This is an optimization exercise on Yosys and OpenROAD, whose aim is small area, not a production implementation.
In this exercise RTL edits were held to simulation tests only and were not proved equivalent to the original.
No activity file was given, so power comes from the tool's default toggle rates.

==> flow/design.v <==
module z_1_rtc_top #(
	parameter [16:0] INTERNAL_COUNT = 17'd18441
)(
	input  clk,
	input  rst,
	output spi_miso,
	input  spi_sck,
	input  spi_ss_n,
	input  spi_mosi,
	output half_hz,
	input  freq_in
);
reg s_trig, l_trig, roll, l_roll, one_hz, half;
reg [16:0] dcnt;
wire trig_pulse = s_trig & ~l_trig;
wire dinc = roll & ~l_roll;
wire hit = (dcnt == INTERNAL_COUNT);
always @(posedge clk) begin
	s_trig <= freq_in & ~rst;
	l_trig <= s_trig;
	l_roll <= roll;
	if (rst) begin
		roll <= 1'b0;
		dcnt <= 17'd0;
		one_hz <= 1'b0;
		half <= 1'b0;
	end else begin
		roll <= roll ^ trig_pulse;
		one_hz <= hit;
		half <= half ^ hit;
		if (hit) dcnt <= 17'd0;
		else if (dinc) dcnt <= {dcnt[15:0], ~(dcnt[16] ^ dcnt[13])};
	end
end
assign half_hz = half;
wire sclk_in = spi_sck & ~spi_ss_n;
wire mosi_in = spi_mosi & ~spi_ss_n;
reg s_sclk, ds_sclk;
always @(posedge clk) begin
	s_sclk <= sclk_in;
	ds_sclk <= s_sclk;
end
wire pp = s_sclk & ~ds_sclk;
wire np = ~s_sclk & ds_sclk;
reg [8:0] R;
reg rx_dv;
wire [7:0] rxb = R[7:0];
wire rx_restart = rst | rx_dv;
always @(posedge clk) begin
	rx_dv <= ~rst & R[8] & ~rx_dv;
	if (rx_restart)
		R <= {7'd0, pp & ~rst, (pp & ~rst) ? mosi_in : 1'b1};
	else if (pp)
		R <= {R[7:0], mosi_in};
end
localparam [1:0] M_IDLE = 2'd0, M_WR = 2'd1, M_RD = 2'd2;
reg [1:0] mode;
reg [3:0] cnt;
reg ph;
reg sendd;
reg [63:0] ob;
reg [63:0] q;
reg inc1;
reg [8:0] T;
reg halt;
reg miso_r;
wire busy = |T[7:0];
wire is_w = (mode == M_WR);
wire is_r = (mode == M_RD);
wire s3 = is_r & ph & (cnt == 4'd15);
wire s4 = is_r & ~ph;
wire ld = is_w & (cnt == 4'd11);
wire send = s4 & ~halt;
always @(posedge clk) begin
	ph <= ~ph;
	sendd <= send;
	if (rst) begin
		mode <= M_IDLE;
	end else begin
		case (mode)
			M_IDLE: begin
				if (rx_dv && rxb == 8'h01) begin
					mode <= M_WR;
					cnt <= 4'd0;
				end else if (rx_dv && rxb == 8'h02) begin
					mode <= M_RD;
					cnt <= 4'd15;
					ph <= 1'b1;
				end
			end
			M_WR: begin
				if (rx_dv | cnt[3]) cnt <= cnt + 4'd1;
				if (ld) mode <= M_IDLE;
			end
			default: begin
				if (s3 | send) cnt <= cnt + 4'd1;
				if (s4 && cnt == 4'd8) mode <= M_IDLE;
			end
		endcase
	end
end
wire ob_sh = (is_w & rx_dv) | sendd;
wire ob_hold = ~s3 & ~ob_sh;
always @(posedge clk) begin
	ob <= ({64{s3}} & q) | ({64{ob_sh}} & {ob[55:0], rxb}) | ({64{ob_hold}} & ob);
end
wire ldx = ld & ~one_hz;
wire [64:0] qc;
wire [8:0] bc;
assign bc[0] = inc1;
genvar gi, gb;
generate for (gb = 0; gb < 8; gb = gb + 1) begin : g_blk
	assign bc[gb+1] = bc[gb] & (&q[gb*8 +: 8]);
	assign qc[gb*8] = bc[gb];
	for (gi = gb*8; gi < gb*8 + 7; gi = gi + 1) begin : g_qc
		assign qc[gi+1] = qc[gi] & q[gi];
	end
end endgenerate
always @(posedge clk) begin
	inc1 <= one_hz;
	q <= {64{~rst}} & (({64{ldx}} & ob) | ({64{~ldx}} & (q ^ qc[63:0])));
end
wire tx_ld = ~rst & sendd;
wire tx_sh = ~rst & np & busy;
wire tx_hold = ~rst & ~sendd & ~(np & busy);
always @(posedge clk) begin
	halt <= ~rst & (sendd | busy);
	T <= ({9{tx_ld}} & {ob[63:56], 1'b1}) | ({9{tx_sh}} & {T[7:0], 1'b0}) | ({9{tx_hold}} & T);
	if (rst)
		miso_r <= 1'b0;
	else if (np & busy)
		miso_r <= T[8];
end
assign spi_miso = miso_r;
endmodule
==> flow/run.sh <==
#!/bin/bash
# synth_recipe.tcl (not shown) runs the flow's synth.tcl, then flattens the netlist and writes it again
# the make line also repeats each setting of config.mk as NAME=value (left out here)
make -C /OpenROAD-flow-scripts/flow DESIGN_CONFIG=/design/flow/config.mk WORK_HOME=/design/flow/orfs CLKGATE_MAP_FILE= SYNTH_SCRIPT=/design/flow/synth_recipe.tcl finish
==> flow/config.mk <==
export PLATFORM = sky130hd
export DESIGN_NAME = z_1_rtc_top
export DESIGN_NICKNAME = z_1_rtc_top
export VERILOG_FILES = /design/flow/design.v
export SDC_FILE = /design/flow/constraint.sdc
export NUM_CORES = 4
export LEC_CHECK = 0
export CAP_MARGIN = 0
export CORE_MARGIN = 2
export CORE_UTILIZATION = 70
export CTS_BUF_LIST = sky130_fd_sc_hd__clkbuf_4 sky130_fd_sc_hd__clkbuf_8
export PLACE_DENSITY = 0.8
export SLEW_MARGIN = 0
==> flow/constraint.sdc <==
create_clock -name core_clock -period 10.0 [get_ports {clk}]
set_input_delay 2.0000 -clock core_clock [delete_from_list [all_inputs] [get_ports {clk}]]
set_output_delay 2.0000 -clock core_clock [all_outputs]
set_load 0.01 [all_outputs]
==> implementation parameters, run 1 <==
Parameter                              Value

Setup path
  Worst Path Max Fanout    3
  Crit path required time    8.00 ns
  Critical Path AT    1.35 ns
  Delay of the slowest cell on the worst path    0.54 ns
  Classification of the worst setup path    reg2out
  Type of destination of the critical path    primary output
  Worst R2R Start    q[7]$_DFF_P_
  Slowest CP cell    sky130_fd_sc_hd__clkdlybuf4s50_1
  Worst Setup Start Kind    flop
  Family with the most delay on the worst path    buffers and inverters
  Register-to-register path setup slack    7.07 ns
  Critical register-to-register path endpoint    q[39]$_DFF_P_
  Ordered list of cells on the worst path    clkdlybuf4s50_1
  Worst path bufs/invs    1
  Worst-case reg-to-reg path depth    13

Logic synthesis
  Yosys warnings    1
  Portion of the post-synthesis area used by sequential elements    0.4841
  Number of enable flip-flop cells after synthesis    6
  Net count of the mapped netlist    886
  Async set or reset register ratio after synthesis    0
  Number of distinct standard cells referenced by the synthesized netlist    46
  Post-synth top flop    sky130_fd_sc_hd__dfxtp_1
  Post-synthesis cell area    0.007691 mm²
  Mean post-synth cell area    9.357 µm²
  Number of synthesized register bits    183
  Post-Syn Instances    822

Global routing
  Fraction of met1 tracks used by global routing    0.3537
  Met2 track utilization from global routing    0.4625
  Sum of overflow across all layers after global routing    0
  Maximum number of pins on one net before global-route repair    88
  Total Routing Usage GR    0.2769
  Global-route wire length before repair    25900 µm
  Via count of the first global-routing pass    5645
  Top Usage Layer GRT    met2
  Initial antenna violation count    0
  Met3 track demand over resource in global routing    0.07053

Route
  Routed wire length per instance    16.12 µm
  Number of routed nets with antenna violations    0
  Number of vias after detailed routing    5799
  Length of the first detailed-routing pass in iterations    5
  Iteration-0 DRC count of the detailed router    397
  Residual DRC    0
  Routed WL    15330 µm
  Number of vias per cell    6.098

Layout
  Count of non-filler cells in the finished layout    951
  Number of antenna repair diodes    0
  Total of fill cells in the finished design    784
  Share of cells above drive strength 1    0.05919
  Net total in the final layout    863
  Area growth from synthesis to final layout    6.149%

Pwr
  Clk network pwr share    0.395
  Seq pwr share    0.588
  Static leakage    3.722 nW
  Power per unit of standard cell area    155.3 mW/mm²
  Final Total Pwr    0.001268 W
  Worst voltage drop across the vdd grid    0.1425 mV
  Combinational power share    0.018
  P_int    0.001001 W
  Reported net switching power    0.0002662 W
  Sw Share    0.2100

Timing
  Worst hold slack    0.3588 ns
  Slew at the pin with the worst max-slew slack    1.172 ns
  RSZ-0062 raised after global routing    false
  Setup clock skew after layout    0.01143 ns
  Setup TNS after final layout    0 ns
  Number of setup violations in the final report    0
  Fin crit share    0.3347
  Number of slew-limit violations in the final report    0
  Min Clock Period, post-route    3.347 ns
  Tightest slew margin relative to the limit    0.2186
  F_max    298.8 MHz
  Number of endpoints with negative hold slack in the final report    0

Floorplan
  Die Outline Area    0.01184 mm²
  Ports placed on the boundary    8
  Site row count    38
  Starting Density    0.7126
  Placeable Area    0.01079 mm²
  Vertical die dimension    108.8 µm
  Width of the die    108.8 µm

CTS
  Cts hold-fix bufs    0
  H-tree level count    4
  Quantity of gates resized following cts    0
  Num Clock Sinks    183
  CTS Root Buffer Type    sky130_fd_sc_hd__clkbuf_8
  Number of clock buffers inserted by TritonCTS    17
  CTS tree    done
  Clock transition at the register clock pins on the worst setup and hold paths after CTS    0.08 ns
  Total setup buffers inserted after CTS    0
  Number of buffers on the longest clock path    2
  Insertion delay of the later-clocked pin in the worst-skew pair    0.47 ns

Placed design
  Buffers on Ports    7
  Post-placement cell count    920
  Detailed Place HPWL    9543 µm
  RD Place Congestion    0.7650

Min path
  Path type of the worst min-delay path    reg2reg
  Endpoint, Worst Hold    l_trig$_DFF_P_
  Worst Hold Launch    s_trig$_DFF_P_
  Number of cells traversed by the worst hold path    0

Run status
  Outcome  timing/DRC/antenna clean

Job
  Max-cap violations    0
[cell usage in the layout (no fill, tap or decap), drive strengths merged, types with 2 or more instances in the layout]
cell	count
dfxtp	177
nand2	169
a21oi	92
a22o	64
a21o	64
ha	58
nor2	28
clkbuf	24
nand4	16
xnor2	10
a211oi	9
a22oi	8
inv	8
o21ai	8
nor2b	7
buf	7
edfxtp	6
clkdlybuf4s50	6
nand2b	5
nand3	5
nor3	5
xor2	3
nor4	3
clkinv	3
nand3b	2
or4	2
mux2i	2
clkinvlp	2
bufinv	2
[kinds of logic after synthesis]
logic type               Yosys count  share of synthesized area
XOR/XNOR                          13                    0.01480
adder cells (fa/ha/maj)           58                    0.09436
flip-flops                       183                     0.4841
buffers and inverters             63                    0.03400
multiplexers                       2                   0.002603
AND/OR/NAND/NOR                  253                     0.1467
AO/OA/AOI/OAI                    250                     0.2234
[area by class of cell]
| cell class | instances | area [µm²] | share of cell area |
|---|---|---|---|
| Clock buffer | 24 | 311.5 | 0.03816 |
| Inverter | 8 | 30.03 | 0.003678 |
| Clock inverter | 7 | 93.84 | 0.01149 |
| Timing Repair Buffer | 13 | 110.1 | 0.01349 |
| Sequential cell | 183 | 3724 | 0.4561 |
| Multi-Input combinational cell | 576 | 3720 | 0.4556 |
| Tap cell | 140 | 175.2 | 0.02146 |
[metal layers]
metal / routed length [µm] / share of wire / up-vias
met5: 0 / 0 / -
met4: 188 / 0.012 / 0
met3: 555 / 0.036 / 18
met2: 7468 / 0.49 / 115
met1: 7116 / 0.46 / 2799
li1: - / - / 2867
[sequential cells by signal, summed over array words and instances (netlist names)]
name / count
R: 9
T: 9
cnt: 4
dcnt: 17
ds_sclk: 1
half: 1
halt: 1
inc1: 1
l_roll: 1
l_trig: 1
miso_r: 1
mode: 2
ob: 64
one_hz: 1
ph: 1
q: 64
roll: 1
rx_dv: 1
s_sclk: 1
s_trig: 1
sendd: 1
[power groups by stage]
stage	sequential (W)	combinational [W]	clock (W)
floorplan	0.000760	0.0000180	0
global placement	0.000762	0.0000217	0
detailed placement	0.000762	0.0000224	0
CTS	0.000745	0.0000226	0.000508
global route	0.000746	0.0000251	0.000536
finish	0.000745	0.0000224	0.000500
[synth_stat cells, types with 5 or more instances]
| library cell | instances | share of area |
|---|---|---|
| sky130_fd_sc_hd__a21oi_1 | 92 | 0.060 |
| sky130_fd_sc_hd__nor3_1 | 5 | 0.0033 |
| sky130_fd_sc_hd__o21ai_0 | 6 | 0.0039 |
| sky130_fd_sc_hd__dfxtp_1 | 177 | 0.46 |
| sky130_fd_sc_hd__nand2b_1 | 5 | 0.0041 |
| sky130_fd_sc_hd__nor2_1 | 27 | 0.013 |
| sky130_fd_sc_hd__nand4_1 | 16 | 0.013 |
| sky130_fd_sc_hd__a22o_1 | 64 | 0.073 |
| sky130_fd_sc_hd__edfxtp_1 | 6 | 0.023 |
| sky130_fd_sc_hd__nor2b_1 | 7 | 0.0057 |
| sky130_fd_sc_hd__ha_1 | 58 | 0.094 |
| sky130_fd_sc_hd__a22oi_1 | 8 | 0.0078 |
| sky130_fd_sc_hd__nand2_1 | 169 | 0.082 |
| sky130_fd_sc_hd__inv_1 | 7 | 0.0034 |
| sky130_fd_sc_hd__clkbuf_1 | 33 | 0.016 |
| sky130_fd_sc_hd__nand3_1 | 5 | 0.0033 |
| sky130_fd_sc_hd__xnor2_1 | 10 | 0.011 |
| sky130_fd_sc_hd__a211oi_1 | 9 | 0.0088 |
| sky130_fd_sc_hd__a21o_1 | 64 | 0.062 |
| sky130_fd_sc_hd__buf_2 | 20 | 0.013 |
[stage by stage]
stage	worst slack, ns	utilization	instance area (µm²)
floorplan	6.921	-	7691
global placement	6.394	0.7189	7759
detailed placement	6.387	0.7189	7759
CTS	6.627	0.7564	8164
global route	6.576	0.7564	8164
finish	6.653	0.7564	8164
[how the worst max path moves through the flow]
| stage | cells past startpoint | end | slack [ns] | from |
|---|---|---|---|---|
| after floorplan | 3 | cnt[0]$_DFFE_PP_ | 6.92 | rst |
| after global placement | 4 | R[0]$_DFFE_PP_ | 6.39 | rst |
| after detailed placement | 4 | R[0]$_DFFE_PP_ | 6.39 | rst |
| after CTS | 1 | half_hz | 6.63 | half$_SDFF_PP0_ |
| after global routing | 1 | half_hz | 6.58 | half$_SDFF_PP0_ |
| final | 1 | half_hz | 6.65 | half$_SDFF_PP0_ |
==> run 2, diff against run 1 <==
--- a/flow/design.v
+++ b/flow/design.v
@@ -108,9 +108,9 @@
 wire [64:0] qc;
-wire [8:0] bc;
+wire [64/32:0] bc;
 assign bc[0] = inc1;
 genvar gi, gb;
-generate for (gb = 0; gb < 8; gb = gb + 1) begin : g_blk
-	assign bc[gb+1] = bc[gb] & (&q[gb*8 +: 8]);
-	assign qc[gb*8] = bc[gb];
-	for (gi = gb*8; gi < gb*8 + 7; gi = gi + 1) begin : g_qc
+generate for (gb = 0; gb < 64/32; gb = gb + 1) begin : g_blk
+	assign bc[gb+1] = bc[gb] & (&q[gb*32 +: 32]);
+	assign qc[gb*32] = bc[gb];
+	for (gi = gb*32; gi < gb*32 + 32 - 1; gi = gi + 1) begin : g_qc
 		assign qc[gi+1] = qc[gi] & q[gi];
==> flow/flow/run.sh (new file) <==
#!/bin/bash
set -e
export CTS_ARGS="-sink_clustering_enable -repair_clock_nets -dont_use_dummy_load -buf_list sky130_fd_sc_hd__clkbuf_8"
bash standard.sh > standard_flow.log 2>&1
==> flow/standard.sh (new file) <==
#!/bin/bash
# synth_recipe.tcl (not shown) runs the flow's synth.tcl, then flattens the netlist and writes it again
# the make line also repeats each setting of config.mk as NAME=value (left out here)
make -C /OpenROAD-flow-scripts/flow DESIGN_CONFIG=/design/flow/config.mk WORK_HOME=/design/flow/orfs CLKGATE_MAP_FILE= SYNTH_SCRIPT=/design/flow/synth_recipe.tcl "${@:-finish}"
--- a/flow/config.mk
+++ b/flow/config.mk
@@ -10,3 +10,3 @@
 export CORE_UTILIZATION = 70
-export CTS_BUF_LIST = sky130_fd_sc_hd__clkbuf_4 sky130_fd_sc_hd__clkbuf_8
+export CTS_BUF_LIST = sky130_fd_sc_hd__clkbuf_8
 export PLACE_DENSITY = 0.8
removed: flow/run.sh
==> implementation parameters, run 2 <==
Parameter                              Value

Run status
  Outcome  timing/DRC/antenna clean

Logic synthesis
  Mean post-synth cell area    8.638 µm²
  Number of enable flip-flop cells after synthesis    6
  Most instantiated cells after synthesis    311 x sky130_fd_sc_hd__nand2_1, 177 x sky130_fd_sc_hd__dfxtp_1, 98 x sky130_fd_sc_hd__a21oi_1
  Number of synthesized register bits    183
  Post-synthesis cell area    0.007567 mm²
  Area share of the largest cell type after synthesis    0.4683
  Yosys warnings    1
  Async set or reset register ratio after synthesis    0
  Post-synth top flop    sky130_fd_sc_hd__dfxtp_1
  Number of distinct standard cells referenced by the synthesized netlist    41
  Post-Syn Instances    876
  Net count of the mapped netlist    946
  Portion of the post-synthesis area used by sequential elements    0.4921
  Cell type contributing the most total cell area after synthesis    sky130_fd_sc_hd__dfxtp_1
  Largest cells by area after synthesis    sky130_fd_sc_hd__dfxtp_1 47%, sky130_fd_sc_hd__nand2_1 15%, sky130_fd_sc_hd__ha_1 11%
  Most numerous cell in the Yosys netlist    sky130_fd_sc_hd__nand2_1

Placed design
  Post-placement cell count    970
  Detailed Place HPWL    10110 µm
  RD Place Congestion    0.8244
  Buffers on Ports    7
  Setup slack at placement    3.223 ns

Floorplan
  Die Outline Area    0.01166 mm²
  Starting Density    0.7265
  Placeable Area    0.01042 mm²
  Vertical die dimension    108.0 µm
  Site row count    37
  Ports placed on the boundary    8
  Width of the die    108.0 µm

Route
  Met3 routed wirelength    618 µm
  Wl on met1    7032 µm
  Routed wire length per instance    15.90 µm
  Length of the first detailed-routing pass in iterations    5
  Number of vias per cell    6.034
  Met2 WL    7741 µm
  Iteration-0 DRC count of the detailed router    514
  Residual DRC    0
  Routed WL    15690 µm
  Number of vias after detailed routing    5956
  Highest routing layer actually used    met4
  Number of routed nets with antenna violations    0

Pwr
  Power per unit of standard cell area    145.4 mW/mm²
  Seq pwr share    0.658
  Final Total Pwr    0.001144 W
  Reported net switching power    0.0002432 W
  Combinational power share    0.022
  P_int    0.0009006 W
  Worst voltage drop across the vdd grid    0.1270 mV
  Static leakage    3.298 nW
  Clk network pwr share    0.320
  Sw Share    0.2126

Timing
  Number of slew-limit violations in the final report    0
  Min Clock Period, post-route    6.826 ns
  Fin crit share    0.6826
  Tightest slew margin relative to the limit    0.3524
  RSZ-0062 raised after global routing    false
  F_max    146.5 MHz
  Worst Setup Slack, final    3.174 ns
  Slew at the pin with the worst max-slew slack    0.9694 ns
  Number of endpoints with negative hold slack in the final report    0
  Setup clock skew after layout    0.01530 ns
  Setup TNS after final layout    0 ns
  Number of setup violations in the final report    0

Layout
  Post-layout util    0.7552
  Share of cells above drive strength 1    0.04113
  Net total in the final layout    923
  Area growth from synthesis to final layout    3.952%
  Total of fill cells in the finished design    768
  Largest registers in the final layout    ob (64), q (64), dcnt (17)
  Most frequent standard cell in the layout excluding fill and tap cells    sky130_fd_sc_hd__nand2_1
  Number of antenna repair diodes    0
  Most frequent cells in the layout    310 x sky130_fd_sc_hd__nand2_1, 177 x sky130_fd_sc_hd__dfxtp_1, 98 x sky130_fd_sc_hd__a21oi_1
  Count of non-filler cells in the finished layout    987

CTS
  Cts hold-fix bufs    0
  Quantity of gates resized following cts    0
  Number of clock buffers inserted by TritonCTS    17
  CTS Root Buffer Type    sky130_fd_sc_hd__clkbuf_8
  Insertion delay of the later-clocked pin in the worst-skew pair    0.45 ns
  Clock transition at the register clock pins on the worst setup and hold paths after CTS    0.09 ns
  Number of buffers on the longest clock path    2
  Total setup buffers inserted after CTS    0
  Num Clock Sinks    183
  H-tree level count    4
  CTS tree    done

Job
  Max-cap violations    0

Setup path
  Worst Path Max Fanout    3
  Critical Path AT    7.18 ns
  Crit path required time    10.36 ns
  Worst Setup Start Kind    flop
  Classification of the worst setup path    reg2reg
  Delay of the slowest cell on the worst path    0.34 ns
  Type of destination of the critical path    flop
  Most frequent CP cell    sky130_fd_sc_hd__ha_1
  Slowest CP cell    sky130_fd_sc_hd__dfxtp_1

Min path
  Path type of the worst min-delay path    reg2reg

Global routing
  Sum of overflow across all layers after global routing    0
  Via count of the first global-routing pass    5894
  Initial antenna violation count    0
  Maximum number of pins on one net before global-route repair    88
  Total Routing Usage GR    0.2889
  Global-route wire length before repair    26540 µm
## run 2: final timing paths
check	slack (ns)	end	cells after the start	from
worst max-delay path	3.17	q[63]$_DFF_P_	36	q[4]$_DFF_P_
worst min-delay path	0.34	l_trig$_DFF_P_	0	s_trig$_DFF_P_
worst max register to register	3.17	q[63]$_DFF_P_	36	q[4]$_DFF_P_
worst min register to register	0.34	l_trig$_DFF_P_	0	s_trig$_DFF_P_
## run 2: worst max-delay path, delay by kind of cell (launching register included)
kind	cells	cell delay, ns
simple gates	3	0.33
xor+xnor	1	0.13
fa+ha+maj	31	5.70
flops	1	0.34
compound gates	1	0.23
## run 2: area by class of cell
type                       count  area (µm²)  area share
sequential                   183        3724      0.4734
timing repair buffer          13       110.1     0.01400
clock buffer                  17       234.0     0.02974
inverter                       7       26.28    0.003340
tap                          136       170.2     0.02163
multi-input combinational    631        3602      0.4579
## run 2: cells by family after synthesis
| logic type | after synthesis | synth area share |
|---|---|---|
| adders and majority gates | 64 | 0.1058 |
| muxes | 2 | 0.002646 |
| DFF | 183 | 0.4921 |
| AOI/OAI and AO/OA | 185 | 0.1513 |
| and+or+nand+nor | 373 | 0.2067 |
| buffers and inverters | 62 | 0.03340 |
| xor gates and xnor gates | 7 | 0.008102 |
## run 2: metrics by stage
| step | area (µm²) | hold slack (ns) |
|---|---|---|
| global route | 7866 | 0.3563 |
| floorplan | 7567 | 0.3235 |
| detailed placement | 7632 | 0.3349 |
| CTS | 7866 | 0.3500 |
| finish | 7866 | 0.3437 |
| global placement | 7632 | 0.3280 |
## run 2: metal layers
layer  global-route usage  vias up
li1                     -     2936
met1               0.3549     2873
met2               0.4973      117
met3              0.07354       30
met4              0.09524        0
met5                    0        -
## run 2: power by group through the flow
stage / sequential, W / clock, W / combinational (W)
final: 0.000752 / 0.000367 / 0.0000251
after global routing: 0.000753 / 0.000399 / 0.0000289
after CTS: 0.000752 / 0.000372 / 0.0000253
after detailed placement: 0.000769 / 0 / 0.0000252
after global placement: 0.000768 / 0 / 0.0000240
after floorplan: 0.000765 / 0 / 0.0000201
==> run 3, diff against run 2 <==
==> flow/flow/run.sh (replaced) <==
#!/bin/bash
# The standard layout, with two changes:
#  - synthesis maps the logic with ABC's area-oriented mapper (area.abc,
#    via area_synth.tcl); everything else in synthesis is the standard
#    script, so the registers are the standard synthesis's;
#  - clock tree synthesis adds no dummy loads for balancing.
set -e
here=$(pwd)
export CTS_ARGS="-sink_clustering_enable -repair_clock_nets -dont_use_dummy_load -buf_list sky130_fd_sc_hd__clkbuf_8"
bash standard.sh SYNTH_SCRIPT="$here/flow/area_synth.tcl" finish > standard_flow.log 2>&1
==> flow/flow/area.abc (new file) <==
strash
dc2
dch -f
amap
topo
==> flow/flow/area_synth.tcl (new file) <==
proc synth {args} { yosys synth -nofsm -noshare {*}$args }
# Map the logic with ABC's area-oriented mapper instead of the default
# delay-oriented script (the design has ample timing slack).
set area_abc_script [file join [file dirname [file normalize [info script]]] area.abc]
proc abc {args} {
  global area_abc_script
  set out {}
  set i 0
  while {$i < [llength $args]} {
    set a [lindex $args $i]
    if {$a eq "-script"} {
      lappend out -script $area_abc_script
      incr i 2
      continue
    }
    lappend out $a
    incr i
  }
  yosys abc {*}$out
}
source $::env(SCRIPTS_DIR)/synth.tcl
# left out here: clear keep_hierarchy, flatten, clean up, hide names made inside functions, write 1_2_yosys.v
==> implementation parameters, run 3 <==
Parameter                              Value

Logic synthesis
  Largest cells by area after synthesis    sky130_fd_sc_hd__dfxtp_1 50%, sky130_fd_sc_hd__ha_1 11%, sky130_fd_sc_hd__o221a_1 11%
  Most numerous cell in the Yosys netlist    sky130_fd_sc_hd__dfxtp_1
  Post-synth top flop    sky130_fd_sc_hd__dfxtp_1
  Number of synthesized register bits    183
  Mean post-synth cell area    11.72 µm²
  Number of enable flip-flop cells after synthesis    6
  Async set or reset register ratio after synthesis    0
  Cell type contributing the most total cell area after synthesis    sky130_fd_sc_hd__dfxtp_1
  Most instantiated cells after synthesis    177 x sky130_fd_sc_hd__dfxtp_1, 90 x sky130_fd_sc_hd__clkinv_1, 72 x sky130_fd_sc_hd__a222oi_1
  Area share of the largest cell type after synthesis    0.5016
  Portion of the post-synthesis area used by sequential elements    0.5271
  Number of distinct standard cells referenced by the synthesized netlist    29
  Yosys warnings    1
  Post-Syn Instances    603
  Post-synthesis cell area    0.007064 mm²
  Net count of the mapped netlist    673

Global routing
  Maximum number of pins on one net before global-route repair    67
  Initial antenna violation count    0
  Global-route wire length before repair    25490 µm
  Sum of overflow across all layers after global routing    0
  Via count of the first global-routing pass    5091
  Total Routing Usage GR    0.2900

Timing
  Min Clock Period, post-route    6.920 ns
  F_max    144.5 MHz
  Number of setup violations in the final report    0
  Tightest slew margin relative to the limit    0.2332
  Worst Setup Slack, final    3.080 ns
  Fin crit share    0.6920
  Setup clock skew after layout    0.01978 ns
  Number of slew-limit violations in the final report    0
  Setup TNS after final layout    0 ns
  Number of endpoints with negative hold slack in the final report    0
  Slew at the pin with the worst max-slew slack    1.148 ns
  RSZ-0062 raised after global routing    false

Layout
  Count of non-filler cells in the finished layout    766
  Share of cells above drive strength 1    0.04423
  Most frequent standard cell in the layout excluding fill and tap cells    sky130_fd_sc_hd__dfxtp_1
  Post-Layout Inst Area    0.007611 mm²
  Largest registers in the final layout    ob (64), q (64), dcnt (17)
  Net total in the final layout    705
  Total of fill cells in the finished design    674
  Multi-input gate area in the final layout    0.003034 mm²
  Number of antenna repair diodes    0
  Area growth from synthesis to final layout    7.740%
  Sequential cell area    0.003724 mm²
  Most frequent cells in the layout    177 x sky130_fd_sc_hd__dfxtp_1, 89 x sky130_fd_sc_hd__clkinv_1, 72 x sky130_fd_sc_hd__a222oi_1

Pwr
  Seq pwr share    0.618
  Combinational power share    0.142
  P_int    0.001093 W
  Static leakage    3.045 nW
  Worst voltage drop across the vdd grid    0.1441 mV
  Clk network pwr share    0.240
  Final Total Pwr    0.001515 W
  Power per unit of standard cell area    199.1 mW/mm²
  Sw Share    0.2785
  Reported net switching power    0.0004219 W

Route
  Routed wire length per instance    19.66 µm
  Residual DRC    0
  Length of the first detailed-routing pass in iterations    9
  Number of vias per cell    6.943
  Routed WL    15060 µm
  Number of vias after detailed routing    5318
  Iteration-0 DRC count of the detailed router    626
  Number of routed nets with antenna violations    0

CTS
  CTS tree    done
  H-tree level count    4
  Total setup buffers inserted after CTS    0
  CTS Root Buffer Type    sky130_fd_sc_hd__clkbuf_8
  Insertion delay of the later-clocked pin in the worst-skew pair    0.45 ns
  Cts hold-fix bufs    0
  Num Clock Sinks    183
  Number of clock buffers inserted by TritonCTS    17
  Number of buffers on the longest clock path    2
  Quantity of gates resized following cts    0
  Clock transition at the register clock pins on the worst setup and hold paths after CTS    0.09 ns

Placed design
  Post-placement cell count    749
  Total placed instance area    0.007377 mm²
  Detailed Place HPWL    9755 µm
  Buffers on Ports    7
  RD Place Congestion    0.8507
  Setup slack at placement    3.110 ns

Floorplan
  Ports placed on the boundary    8
  Placeable Area    0.009774 mm²
  Starting Density    0.7227
  Site row count    36
  Die Outline Area    0.01091 mm²
  Vertical die dimension    104.5 µm
  Width of the die    104.5 µm

Setup path
  Critical Path AT    7.24 ns
  Type of destination of the critical path    flop
  Crit path required time    10.32 ns
  Most frequent CP cell    sky130_fd_sc_hd__ha_1
  Worst-case reg-to-reg path depth    38
  Slowest CP cell    sky130_fd_sc_hd__dfxtp_1
  Delay of the slowest cell on the worst path    0.33 ns
  Worst Setup Start Kind    flop
  Classification of the worst setup path    reg2reg
  Worst Path Max Fanout    3

Job
  Max-cap violations    0

Min path
  Path type of the worst min-delay path    reg2reg
  Number of cells traversed by the worst hold path    0

Run status
  Outcome  timing/DRC/antenna clean
run 3: changes by cell type after synthesis, sizes merged, moves of 4 or more:
cell | before | now
inv | 7 | 0
nand2b | 6 | 0
o221a | 0 | 71
xnor2 | 4 | 0
nand2 | 311 | 8
clkbuf | 32 | 0
a222oi | 0 | 72
buf | 23 | 0
clkinv | 0 | 90
a21oi | 98 | 6
a22oi | 72 | 16
nor2 | 14 | 36
run 3: critical path: cells and delay by family (launching register included):
kind / cells / cell delay, ns
compound gates: 2 / 0.26
fa+ha+maj: 31 / 5.69
flops: 1 / 0.33
simple gates: 5 / 0.50
run 3: power by group through the flow:
stage / clock [W] / sequential, W / combinational [W]
floorplan: 0 / 0.000912 / 0.000173
global placement: 0 / 0.000943 / 0.000202
detailed placement: 0 / 0.000949 / 0.000213
CTS: 0.000370 / 0.000933 / 0.000215
global route: 0.000399 / 0.000946 / 0.000243
finish: 0.000364 / 0.000936 / 0.000215
run 3: final timing paths:
kind                       start              to  slack, ns
setup reg to reg   q[21]$_DFF_P_   q[63]$_DFF_P_       3.08
hold / removal    s_trig$_DFF_P_  l_trig$_DFF_P_       0.36
setup / recovery   q[21]$_DFF_P_   q[63]$_DFF_P_       3.08
hold reg to reg   s_trig$_DFF_P_  l_trig$_DFF_P_       0.36
run 3: per-layer routing:
metal | vias up | global-route usage | part of all wire
met2 | 205 | 0.4575 | 0.48
li1 | 2500 | - | -
met5 | - | 0 | 0
met1 | 2588 | 0.3918 | 0.44
met4 | 0 | 0.08687 | 0.017
met3 | 25 | 0.07832 | 0.066
run 3: metrics by stage:
step	utilization	hold slack, ns
2_1_floorplan	-	0.3235
3_3_place_gp	0.7547	0.3264
3_5_place_dp	0.7547	0.3454
4_1_cts	0.7787	0.3604
5_1_grt	0.7787	0.3716
6_report	0.7787	0.3608
run 3: cells by family after synthesis:
group / Yosys count / synth area share
DFF: 183 / 0.5271
adders and majority gates: 64 / 0.1134
buffers and inverters: 90 / 0.04782
and+or+nand+nor: 85 / 0.06004
AOI/OAI and AO/OA: 181 / 0.2517
run 3: area by class of cell:
| type | count | area share |
|---|---|---|
| sequential | 183 | 0.4892 |
| tap | 133 | 0.02186 |
| timing repair buffer | 13 | 0.01512 |
| multi-input combinational | 330 | 0.3987 |
| clock buffer | 17 | 0.03074 |
| inverter | 90 | 0.04439 |
==> run 4, diff against run 3 <==
--- a/flow/design.v
+++ b/flow/design.v
@@ -64,5 +64,5 @@
 reg [8:0] T;
-reg halt;
 reg miso_r;
 wire busy = |T[7:0];
+wire halt = busy | T[8];
 wire is_w = (mode == M_WR);
@@ -126,4 +126,3 @@
 always @(posedge clk) begin
-	halt <= ~rst & (sendd | busy);
-	T <= ({9{tx_ld}} & {ob[63:56], 1'b1}) | ({9{tx_sh}} & {T[7:0], 1'b0}) | ({9{tx_hold}} & T);
+	T <= ({9{tx_ld}} & {ob[63:56], 1'b1}) | ({9{tx_sh}} & {T[7:0], 1'b0}) | ({9{tx_hold}} & {T[8] & busy, T[7:0]});
 	if (rst)
--- a/flow/flow/run.sh
+++ b/flow/flow/run.sh
@@ -5,3 +5,4 @@
 #    script, so the registers are the standard synthesis's;
-#  - clock tree synthesis adds no dummy loads for balancing.
+#  - clock tree synthesis adds no dummy loads for balancing;
+#  - the port buffers are buf_1 cells.
 set -e
@@ -9,2 +10,3 @@
 export CTS_ARGS="-sink_clustering_enable -repair_clock_nets -dont_use_dummy_load -buf_list sky130_fd_sc_hd__clkbuf_8"
+export BUFFER_PORTS_ARGS="-buffer_cell sky130_fd_sc_hd__buf_1"
 bash standard.sh SYNTH_SCRIPT="$here/flow/area_synth.tcl" finish > standard_flow.log 2>&1
==> implementation parameters, run 4 <==
Parameter                              Value

Layout
  Number of antenna repair diodes    0
  Count of non-filler cells in the finished layout    765
  Total of fill cells in the finished design    662
  Share of cells above drive strength 1    0.04589
  Most frequent standard cell in the layout excluding fill and tap cells    sky130_fd_sc_hd__dfxtp_1
  Net total in the final layout    704
  Post-layout util    0.7718
  Post-Layout Inst Area    0.007543 mm²
  Largest registers in the final layout    ob (64), q (64), dcnt (17)
  Most frequent cells in the layout    176 x sky130_fd_sc_hd__dfxtp_1, 87 x sky130_fd_sc_hd__clkinv_1, 72 x sky130_fd_sc_hd__a222oi_1
  Area growth from synthesis to final layout    7.144%

Pwr
  Sw Share    0.2786
  Clk network pwr share    0.242
  Worst voltage drop across the vdd grid    0.1761 mV
  Seq pwr share    0.620
  Power per unit of standard cell area    199.5 mW/mm²
  Final Total Pwr    0.001505 W
  Combinational power share    0.138
  Reported net switching power    0.0004194 W
  P_int    0.001086 W
  Static leakage    3.027 nW

CTS
  Num Clock Sinks    182
  Insertion delay of the later-clocked pin in the worst-skew pair    0.46 ns
  Number of buffers on the longest clock path    2
  CTS Root Buffer Type    sky130_fd_sc_hd__clkbuf_8
  CTS tree    done
  Total setup buffers inserted after CTS    0
  H-tree level count    4
  Number of clock buffers inserted by TritonCTS    17
  Cts hold-fix bufs    0
  Quantity of gates resized following cts    0
  Clock transition at the register clock pins on the worst setup and hold paths after CTS    0.08 ns

Route
  Routed wire length per instance    19.33 µm
  Residual DRC    0
  Number of vias per cell    6.907
  Routed WL    14790 µm
  Length of the first detailed-routing pass in iterations    7
  Wl on met1    6525 µm
  Met2 WL    7209 µm
  Met3 routed wirelength    827 µm
  Highest routing layer actually used    met4
  Iteration-0 DRC count of the detailed router    647
  Number of vias after detailed routing    5284
  Number of routed nets with antenna violations    0

Timing
  Min Clock Period, post-route    6.848 ns
  Slew at the pin with the worst max-slew slack    1.191 ns
  Tightest slew margin relative to the limit    0.2061
  F_max    146.0 MHz
  Number of setup violations in the final report    0
  Fin crit share    0.6848
  Number of endpoints with negative hold slack in the final report    0
  Setup TNS after final layout    0 ns
  Setup clock skew after layout    0.01849 ns
  RSZ-0062 raised after global routing    false
  Number of slew-limit violations in the final report    0

Logic synthesis
  Portion of the post-synthesis area used by sequential elements    0.5260
  Post-synthesis cell area    0.007041 mm²
  Largest cells by area after synthesis    sky130_fd_sc_hd__dfxtp_1 50%, sky130_fd_sc_hd__ha_1 11%, sky130_fd_sc_hd__o221a_1 11%
  Most numerous cell in the Yosys netlist    sky130_fd_sc_hd__dfxtp_1
  Cell type contributing the most total cell area after synthesis    sky130_fd_sc_hd__dfxtp_1
  Number of enable flip-flop cells after synthesis    6
  Post-Syn Instances    602
  Mean post-synth cell area    11.70 µm²
  Number of synthesized register bits    182
  Number of distinct standard cells referenced by the synthesized netlist    29
  Most instantiated cells after synthesis    176 x sky130_fd_sc_hd__dfxtp_1, 89 x sky130_fd_sc_hd__clkinv_1, 72 x sky130_fd_sc_hd__a222oi_1
  Async set or reset register ratio after synthesis    0
  Yosys warnings    1
  Post-synth top flop    sky130_fd_sc_hd__dfxtp_1
  Net count of the mapped netlist    672
  Area share of the largest cell type after synthesis    0.5004

Setup path
  Most frequent CP cell    sky130_fd_sc_hd__ha_1
  Delay of the slowest cell on the worst path    0.34 ns
  Worst Path Max Fanout    3
  Worst Setup Start Kind    flop
  Crit path required time    10.35 ns
  Critical Path AT    7.20 ns
  Classification of the worst setup path    reg2reg
  Slowest CP cell    sky130_fd_sc_hd__dfxtp_1
  Type of destination of the critical path    flop

Placed design
  Buffers on Ports    7
  Total placed instance area    0.007310 mm²
  RD Place Congestion    0.7985
  Detailed Place HPWL    9244 µm
  Post-placement cell count    748

Floorplan
  Ports placed on the boundary    8
  Vertical die dimension    104.3 µm
  Die Outline Area    0.01088 mm²
  Width of the die    104.3 µm
  Placeable Area    0.009774 mm²
  Site row count    36
  Starting Density    0.7203

Job
  Max-cap violations    0

Global routing
  Sum of overflow across all layers after global routing    0
  Via count of the first global-routing pass    5104
  Initial antenna violation count    0
  Total Routing Usage GR    0.2874
  Global-route wire length before repair    25340 µm
  Maximum number of pins on one net before global-route repair    71

Min path
  Path type of the worst min-delay path    reg2reg

Run status
  Outcome  timing/DRC/antenna clean
run 4: cell types whose count changed in the layout (fill, tap and decap cells not counted), moves of 2 or more:
cell	change
sky130_fd_sc_hd__buf_1	+7
sky130_fd_sc_hd__clkdlybuf4s50_1	-7
sky130_fd_sc_hd__clkinv_1	-2
sky130_fd_sc_hd__nand2_1	+2
sky130_fd_sc_hd__nor2_1	+2
sky130_fd_sc_hd__nor3_1	-2
run 4: per-layer routing:
layer  global-route usage  vias up
met5                    0        -
met1               0.3898     2612
met3              0.06516       24
li1                     -     2494
met4               0.1042        0
met2               0.4514      154
run 4: worst max-delay path, delay by kind of cell, from the launching register on:
| family | cells | cell delay (ns) |
|---|---|---|
| adder cells (fa/ha/maj) | 31 | 5.62 |
| AND/OR/NAND/NOR | 5 | 0.54 |
| flip-flops | 1 | 0.34 |
| AO/OA/AOI/OAI | 2 | 0.25 |
run 4: cell families (layout without fill, tap and decap cells):
logic type,after synthesis,in the layout,synth area share
flip-flops,182,182,0.5260
AO/OA/AOI/OAI,180,180,0.2515
buffers and inverters,89,119,0.04745
AND/OR/NAND/NOR,87,87,0.06131
adder cells (fa/ha/maj),64,64,0.1137
run 4: path summary, 6_finish.rpt:
check | slack (ns) | cells after the start | startpoint | endpoint
min reg2reg | 0.36 | 0 | s_sclk$_DFF_P_ | ds_sclk$_DFF_P_
max reg2reg | 3.15 | 38 | q[9]$_DFF_P_ | q[63]$_DFF_P_
min | 0.36 | 0 | s_sclk$_DFF_P_ | ds_sclk$_DFF_P_
max | 3.15 | 38 | q[9]$_DFF_P_ | q[63]$_DFF_P_
run 4: power groups by stage:
stage	combinational (W)	sequential (W)	clock, W
after detailed placement	0.000208	0.000947	0
final	0.000208	0.000933	0.000365
after global placement	0.000199	0.000941	0
after CTS	0.000209	0.000930	0.000370
after global routing	0.000235	0.000944	0.000398
after floorplan	0.000171	0.000907	0
run 4: stage by stage:
| stage | hold WS, ns | setup slack (ns) |
|---|---|---|
| 3_5_place_dp | 0.3491 | 3.204 |
| 5_1_grt | 0.3695 | 2.771 |
| 6_report | 0.3595 | 3.152 |
| 3_3_place_gp | 0.3275 | 3.340 |
| 2_1_floorplan | 0.3235 | 2.549 |
| 4_1_cts | 0.3617 | 3.130 |
run 4: layout make-up:
type	count	area (µm²)	share of cell area
clock buffer	17	234.0	0.03102
inverter	89	334.1	0.04429
multi-input combinational	331	3034	0.4022
sequential	182	3704	0.4910
tap	133	166.4	0.02206
timing repair buffer	13	71.32	0.009454

-- what the ideal ports hide --
Ports are ideal in the flow. The routed layouts listed here were re-timed in OpenROAD. Step 1, drivers: a clkbuf_16 drives clk and a buf_2 each remaining input, both assumed. Step 2, shift: input delay + t, output delay - t, t = (earliest + latest rising clock arrival at the registers) / 2. This alone moves slack from input paths to output paths. Slacks: ideal ports / drivers / drivers and shift; pairs: ideal ports / drivers.
run	shift t [ns]	setup slack, ns	worst hold slack (ns)	worst setup path at the end	slew at the worst register clock pin (ns)
run 1	0.499	6.653 / 6.616 / 6.375	0.359 / 0.359 / 0.359	input to register	0.09 / 0.09
run 2	0.480	3.174 / 3.174 / 3.174	0.344 / 0.344 / 0.344	register to register	0.09 / 0.09
run 3	0.477	3.080 / 3.080 / 3.080	0.361 / 0.361 / 0.361	register to register	0.09 / 0.09
run 4	0.488	3.152 / 3.152 / 3.152	0.360 / 0.360 / 0.360	register to register	0.08 / 0.08
After both steps every run listed still meets setup and hold. The setup slack of run 1, which loses most, moves by -0.037 ns with the drivers and by -0.278 ns with both steps.
